This design comes from an exercise in tuning for small area on the open sky130 flow, not from production work. At most, simulation tests tie the RTL to the original design; equivalence was not proved. Power is estimated from default activity; no workload was simulated.

==> v20 <==
==> flow/design.v (excerpt) <==
module UNPARKING(clk, rst, LCD_RW, LCD_EN, LCD_RS, LCD_DATA, filas, columnas, count, s, m, l, c);
clock: 10.0 ns
lec_check: 0
abc_area: 1
cap_margin: 20
core_margin: 2
core_utilization: 60
cts_buf_list: sky130_fd_sc_hd__clkbuf_16
cts_cluster_diameter: 100
cts_cluster_size: 30
slew_margin: 20
run.sh (not shown) runs the stock make flow with config.mk's settings and CLKGATE_MAP_FILE= SYNTH_SCRIPT=/design/flow/synth_recipe.tcl, a recipe that flattens the netlist after the stock synthesis.
==> v6: changes against v20 <==
Settings changed: CORE_UTILIZATION 60 to 68.
==> v18: changes against v20 <==
Settings changed: CTS_CLUSTER_SIZE 30 to 34.
==> comparison <==
v18 completed without violations. v20 finished clean. v6 completed with no timing, DRC or antenna violations. Sequential share of layout area: v6 is higher than v18 (0.17 points). Of v20 and v6, v20 has the higher cell area (gap about 0.24%, measured against v6). In flip-flop and latch count, v6 and v18 do not differ. The lowest worst setup slack belongs to v20, the highest to v6. In v6 the non-clock buffer count is higher than in v18, by 1. Of v20 and v6, v6 has the higher core utilization (gap 8.2 points). Total power, lowest first: v20, v18, v6. In critical path depth, v20 and v18 do not differ. Synthesized cell count is the same in v20 and v6.

========
==> build 76 <==
UNPARKING, a different RTL version from the one above (not shown whole).
make LEC_CHECK=0 ABC_AREA=1 CAP_MARGIN=20 CORE_MARGIN=2 CORE_UTILIZATION=40 CTS_BUF_LIST=sky130_fd_sc_hd__clkbuf_4 SLEW_MARGIN=20 finish   # period 10.0 ns
==> inputs of build 73, as changes to build 76 <==
CORE_UTILIZATION = 60   (was 40)
CTS_BUF_LIST = sky130_fd_sc_hd__clkbuf_8   (was sky130_fd_sc_hd__clkbuf_4)
==> inputs of build 3, as changes to build 76 <==
--- a/flow/design.v
+++ b/flow/design.v
@@ -84,22 +84,22 @@
 		endcase
 		default: teclado = 4'd0;
 	endcase
 end
 localparam START=4'd0, PLACA=4'd1, DECIDE=4'd2, ZONE=4'd3, CANCEL=4'd4,
            OPEN=4'd5, CLOSE=4'd6, ASIGNAR=4'd7, LED=4'd8, PARK=4'd9, END=4'd10;
-localparam M_CERR=3'd0, M_PLACA=3'd1, M_ASIG=3'd2, M_ZONA=3'd3,
-           M_GRAC=3'd4, M_OCUP=3'd5, M_BIEN=3'd6, M_TIEM=3'd7;
+localparam M_BIEN=3'd0, M_PLACA=3'd1, M_ZONA=3'd2, M_ASIG=3'd3,
+           M_GRAC=3'd4, M_OCUP=3'd5, M_CERR=3'd6, M_TIEM=3'd7;
 reg [3:0] status;
 reg [1:0] cnt;
 reg [2:0] msg;
 reg ingplaca, decidir, ingzona, cancelo, fin;
 reg led;
 reg [23:0] pf;
-reg pfz;
-wire full = ~pfz & (pf[3:0] != 4'd0);
+wire full = (pf[3:0] != 4'd0);
+wire [23:0] placa = full ? pf : 24'd0;
 reg [2:0] pasignado;
 reg estaba, ocupado, acnt;
 reg [3:0] cpb;       
 reg [5:0] valid;     
 wire [5:0] eq;       
 wire [5:0] sat;      
@@ -126,13 +126,13 @@
 			if (!s) status_n = PLACA;
 		end
 		PLACA: begin
 			msg_n = M_PLACA;
 			ingplaca_n = 1'b1;
 			decidir_n = 1'b1;
-			if (full) status_n = DECIDE;
+			if (placa != 24'd0) status_n = DECIDE;
 		end
 		DECIDE: status_n = estaba ? CANCEL : ZONE;
 		ZONE: begin
 			decidir_n = 1'b0;
 			if (!ocupado) begin
 				ingzona_n = 1'b1;
@@ -202,29 +202,31 @@
 		ingplaca <= ingplaca_n;
 		decidir <= decidir_n;
 		ingzona <= ingzona_n;
 		cancelo <= ~c;
 		fin <= fin_n;
 	end
-wire [5:0] dz = {pf[23:20] == 4'd0, pf[19:16] == 4'd0, pf[15:12] == 4'd0,
-                 pf[11:8] == 4'd0, pf[7:4] == 4'd0, pf[3:0] == 4'd0} | {6{pfz}};
-wire wr = ingplaca & (teclado != 4'd0);
-wire [5:0] wsel = {dz[5], dz[4] & ~dz[5], dz[3] & ~dz[4], dz[2] & ~dz[3],
-                   dz[1] & ~dz[2], dz[0] & ~dz[1]} & {6{wr}};
-wire kz = ~(ingplaca & pfz);
-wire [23:0] pf_n = (pf & {24{kz}}) |
-                   ({{4{wsel[5]}}, {4{wsel[4]}}, {4{wsel[3]}}, {4{wsel[2]}}, {4{wsel[1]}}, {4{wsel[0]}}} &
-                    {6{teclado}});
-always @(posedge clk) begin
-	if (tick) pf <= {pf_n[20:0], pf_n[23:21]};
-	else      pf <= {pf[20:0], pf[23:21]};
-	if (rst) pfz <= 1'b1;
-	else if (tick) pfz <= ~ingplaca;
+reg [23:0] pf_n;
+always @(*) begin
+	pf_n = pf;
+	if (ingplaca) begin
+		if (teclado != 4'd0) begin
+			if      (pf[23:20] == 4'd0) pf_n[23:20] = teclado;
+			else if (pf[19:16] == 4'd0) pf_n[19:16] = teclado;
+			else if (pf[15:12] == 4'd0) pf_n[15:12] = teclado;
+			else if (pf[11:8]  == 4'd0) pf_n[11:8]  = teclado;
+			else if (pf[7:4]   == 4'd0) pf_n[7:4]   = teclado;
+			else if (pf[3:0]   == 4'd0) pf_n[3:0]   = teclado;
+		end
+	end else
+		pf_n = 24'd0;
 end
+always @(posedge clk)
+	if (rst) pf <= 24'd0;
+	else if (tick) pf <= pf_n;
 wire placa_nz = full;
-reg loadf;
 wire [5:0] eqp = placa_nz ? eq : ~valid;    
 wire [5:0] first = eqp & ~{eqp[4:0], 1'b0} & ~{eqp[3:0], 2'b0} & ~{eqp[2:0], 3'b0}
                        & ~{eqp[1:0], 4'b0} & ~{eqp[0], 5'b0};
 reg [5:0] asg;      
 reg [2:0] asg_num;
 wire zone_key = ingzona && teclado != 4'd0 && teclado <= 4'd3;
@@ -310,36 +312,47 @@
 		pasignado <= 3'd0;
 		estaba <= 1'b0;
 		ocupado <= 1'b0;
 		acnt <= 1'b0;
 		cpb <= 4'd0;
 		valid <= 6'd0;
-		loadf <= 1'b0;
 	end else if (tick) begin
-		loadf <= (load != 6'd0);
 		pasignado <= pasignado_n;
 		if (decidir) estaba <= (eqp != 6'd0);
 		ocupado <= ocupado_n;
 		acnt <= acnt_n;
 		cpb <= cpb_n;
 		valid <= valid_n;
 	end
+wire [2:0] rsl = ~u[2:0];
+reg [2:0] rslice;
+always @(*) begin
+	case (rsl)
+		3'd0: rslice = placa[2:0];
+		3'd1: rslice = placa[5:3];
+		3'd2: rslice = placa[8:6];
+		3'd3: rslice = placa[11:9];
+		3'd4: rslice = placa[14:12];
+		3'd5: rslice = placa[17:15];
+		3'd6: rslice = placa[20:18];
+		default: rslice = placa[23:21];
+	endcase
+end
 reg [3:0] dig;
 always @(posedge clk)
 	if (rst) dig <= 4'd0;
 	else dig <= cpb;
 genvar gi;
 generate for (gi = 0; gi < 6; gi = gi + 1) begin : bay
-	reg [23:0] pr;
+	reg [23:0] pr;         
 	reg mm;                
-	wire dif = (pr[2:0] != pf[2:0]);
-	wire lding = loadf & (pasignado == gi + 1);
-	wire sel = tick ? load[gi] : lding;
-	assign eq[gi] = valid[gi] & (lding | (~mm & ~dif));
+	wire dif = (pr[2:0] != rslice);
+	assign eq[gi] = valid[gi] & ~mm & ~dif;
 	always @(posedge clk) begin
-		pr <= {pr[20:0], sel ? pf[23:21] : pr[23:21]};
+		if (tick && load[gi]) pr <= {placa[20:0], placa[23:21]};
+		else pr <= {pr[20:0], pr[23:21]};
 		mm <= tick ? 1'b0 : (mm | dif);
 	end
 	reg [15:0] cr;         
 	reg cy;
 	wire keep = tick ? valid_n[gi] : valid[gi];
 	wire ci = tick ? (valid_n[gi] & ~cr[13]) : cy;
@@ -394,40 +407,20 @@
 endfunction
 wire [3:0] dmin = (dig >= 4'd10) ? 4'd1 : 4'd0;
 wire [3:0] umin = (dig >= 4'd10) ? dig - 4'd10 : dig;
 wire [4:0] dbl  = {dig, 1'b0};
 wire [3:0] dseg = (dbl >= 5'd20) ? 4'd2 : (dbl >= 5'd10) ? 4'd1 : 4'd0;
 wire [3:0] useg = (dbl >= 5'd20) ? dbl - 5'd20 : (dbl >= 5'd10) ? dbl - 5'd10 : dbl[3:0];
-reg [3:0] pnib;
-always @(*) begin
-	case (idx)
-		6'd27: pnib = {pf[23], pf[22], pf[21], pf[20]};
-		6'd28: pnib = {pf[10], pf[9], pf[8], pf[7]};
-		6'd29: pnib = {pf[21], pf[20], pf[19], pf[18]};
-		6'd30: pnib = {pf[8], pf[7], pf[6], pf[5]};
-		6'd31: pnib = {pf[19], pf[18], pf[17], pf[16]};
-		6'd32: pnib = {pf[6], pf[5], pf[4], pf[3]};
-		default: pnib = 4'd0;
+reg [7:0] zn;
+always @(*)
+	case (pasignado)
+		3'd0: zn = 8'h30;
+		3'd1, 3'd2: zn = 8'h31;
+		3'd3, 3'd4: zn = 8'h32;
+		default: zn = 8'h33;
 	endcase
-end
-wire [3:0] nib = (msg == M_PLACA) ? (pnib & {4{~pfz}}) : {1'b0, pasignado};
-wire [7:0] hch = hexch(nib);
-reg [3:0] ddig;    
-always @(*) begin
-	case (idx)
-		6'd16: ddig = dmin;
-		6'd17: ddig = umin;
-		6'd35: ddig = useg;
-		default: ddig = (msg == M_TIEM) ? dseg :
-		                (pasignado == 3'd0) ? 4'd0 : (pasignado <= 3'd2) ? 4'd1 :
-		                (pasignado <= 3'd4) ? 4'd2 : 4'd3;
-	endcase
-end
-wire is_hex = ((msg == M_PLACA) & (idx >= 6'd27) & (idx <= 6'd32)) | ((msg == M_ASIG) & (idx == 6'd37));
-wire is_dig = ((msg == M_TIEM) & (idx == 6'd16 || idx == 6'd17 || idx == 6'd34 || idx == 6'd35)) |
-              ((msg == M_ASIG) & (idx == 6'd34));
 reg [7:0] ch;    
 wire [4:0] pos = (idx <= 6'd20) ? {1'b0, idx[3:0] - 4'd5} : {1'b1, idx[3:0] - 4'd6};
 reg [8*32-1:0] txt;
 always @(*) begin
 	case (msg)
 		M_BIEN:  txt = "  BIENVENIDOS      UN PARKING   ";
@@ -438,15 +431,38 @@
 		M_OCUP:  txt = "  PARQUEADERO       OCUPADO     ";
 		M_CERR:  txt = "    CERRANDO      PARQUEADERO   ";
 		default: txt = "TIEMPO ==> ??MINTOTAL  ==> $??  ";
 	endcase
 end
 always @(*) begin
+	ch = 8'h20;
 	ch = txt[8*(31-pos) +: 8];
-	if (is_hex) ch = hch;
-	if (is_dig) ch = {4'h3, ddig};
+	case (msg)
+		M_PLACA: case (pos)
+			5'd21: ch = hexch(pf[23:20]);
+			5'd22: ch = hexch(pf[19:16]);
+			5'd23: ch = hexch(pf[15:12]);
+			5'd24: ch = hexch(pf[11:8]);
+			5'd25: ch = hexch(pf[7:4]);
+			5'd26: ch = hexch(pf[3:0]);
+			default: ;
+		endcase
+		M_ASIG: case (pos)
+			5'd28: ch = zn;
+			5'd31: ch = hexch({1'b0, pasignado});
+			default: ;
+		endcase
+		M_TIEM: case (pos)
+			5'd11: ch = {4'h3, dmin};
+			5'd12: ch = {4'h3, umin};
+			5'd28: ch = {4'h3, dseg};
+			5'd29: ch = {4'h3, useg};
+			default: ;
+		endcase
+		default: ;
+	endcase
 end
 reg [8:0] lut;
 always @(*) begin
 	case (idx)
 		6'd0: lut = 9'h038;
 		6'd1: lut = 9'h00C;
ABC_AREA = default   (was 1)
CTS_BUF_LIST = default   (was sky130_fd_sc_hd__clkbuf_4)
==> results.py <==
metrics = {
    "floorplan": {
        "row_count": 71,
        "die_area_um2": 39800,
    },
    "clocking": {
        "htreeDepth": 3,
    },
    "worst_setup_path": {
        "r2r-end": "dreg[1]",
        "cp_slowest_cell": "inv_1",
    },
    "yosys": {
        "synth_cells": 2033,
    },
    "cells_and_area": {
        "layout_common_cells": "nand2_1 (389), dfxtp_1 (346), nor2_1 (249)",
        "clock_buffers": 130,
    },
    "place": {
        "placed_cell_area_um2": 16000,
    },
    "status": {
        "status": "complete, no violations",
    },
    "global_route": {
        "antenna_found_initial": 2,
    },
    "pwr": {
        "swShare_pct": 28.6,
    },
}
That was build 76.
==> results.py <==
metrics = {
    "place": {
        "placed_cell_area_um2": 18700,
    },
    "floorplan": {
        "row_count": 77,
    },
    "worst_setup_path": {
        "cp_slowest_cell": "ha_1",
    },
    "pwr": {
        "swShare_pct": 23.8,
    },
    "yosys": {
        "synth_cells": 2106,
    },
    "global_route": {
        "antenna_found_initial": 1,
    },
    "status": {
        "status": "complete, no violations",
    },
    "cells_and_area": {
        "layout_common_cells": "dfxtp_1 (341), nor2_1 (201), nand2_1 (182)",
    },
}
That was build 3.
==> results.py <==
metrics = {
    "clocking": {
        "htreeDepth": 2,
    },
    "cells_and_area": {
        "layout_common_cells": "nand2_1 (389), dfxtp_1 (346), inv_1 (253)",
        "clock_buffers": 63,
    },
    "status": {
        "status": "complete, no violations",
    },
    "floorplan": {
        "row_count": 58,
    },
    "worst_setup_path": {
        "cp_slowest_cell": "clkdlybuf4s50_1",
        "r2r-end": "dreg[1]",
    },
    "global_route": {
        "antenna_found_initial": 0,
    },
}
That was build 73.
No functional check of the RTL was part of build 76 and build 73.

static timing again, ports no longer ideal:
The results above use ideal ports. As a check the final layouts listed here were re-extracted and re-timed, cells and wires unchanged.
Step 1 assumes that a clkbuf_16 drives the clock port and a buf_2 every other input.
Step 2 also shifts input and output timing later by t, the mid clock arrival at the registers, as if the neighbouring blocks saw the same clock.
Slacks: no drivers / after step 1 / after step 2; pairs: no drivers / after step 1.
| run | t, ns | setup slack, ns | clock arrival spread, ns |
|---|---|---|---|
| v20 | 0.546 | 5.620 / 5.598 / 5.103 | 0.034 / 0.035 |
| v6 | 0.550 | 5.638 / 5.653 / 5.103 | 0.018 / 0.018 |
| v18 | 0.552 | 5.630 / 5.605 / 5.108 | 0.034 / 0.034 |
| build 76 | 0.788 | 4.612 / 4.612 / 4.000 | 0.078 / 0.079 |
| build 73 | 0.631 | 4.689 / 4.703 / 4.071 | 0.036 / 0.037 |
| build 3 | 0.599 | 3.987 / 3.987 / 3.576 | 0.027 / 0.026 |
After both steps setup and hold are still met in every run listed. The setup slack of build 73, which loses most, moves by +0.014 ns with the drivers and by -0.618 ns with both steps.
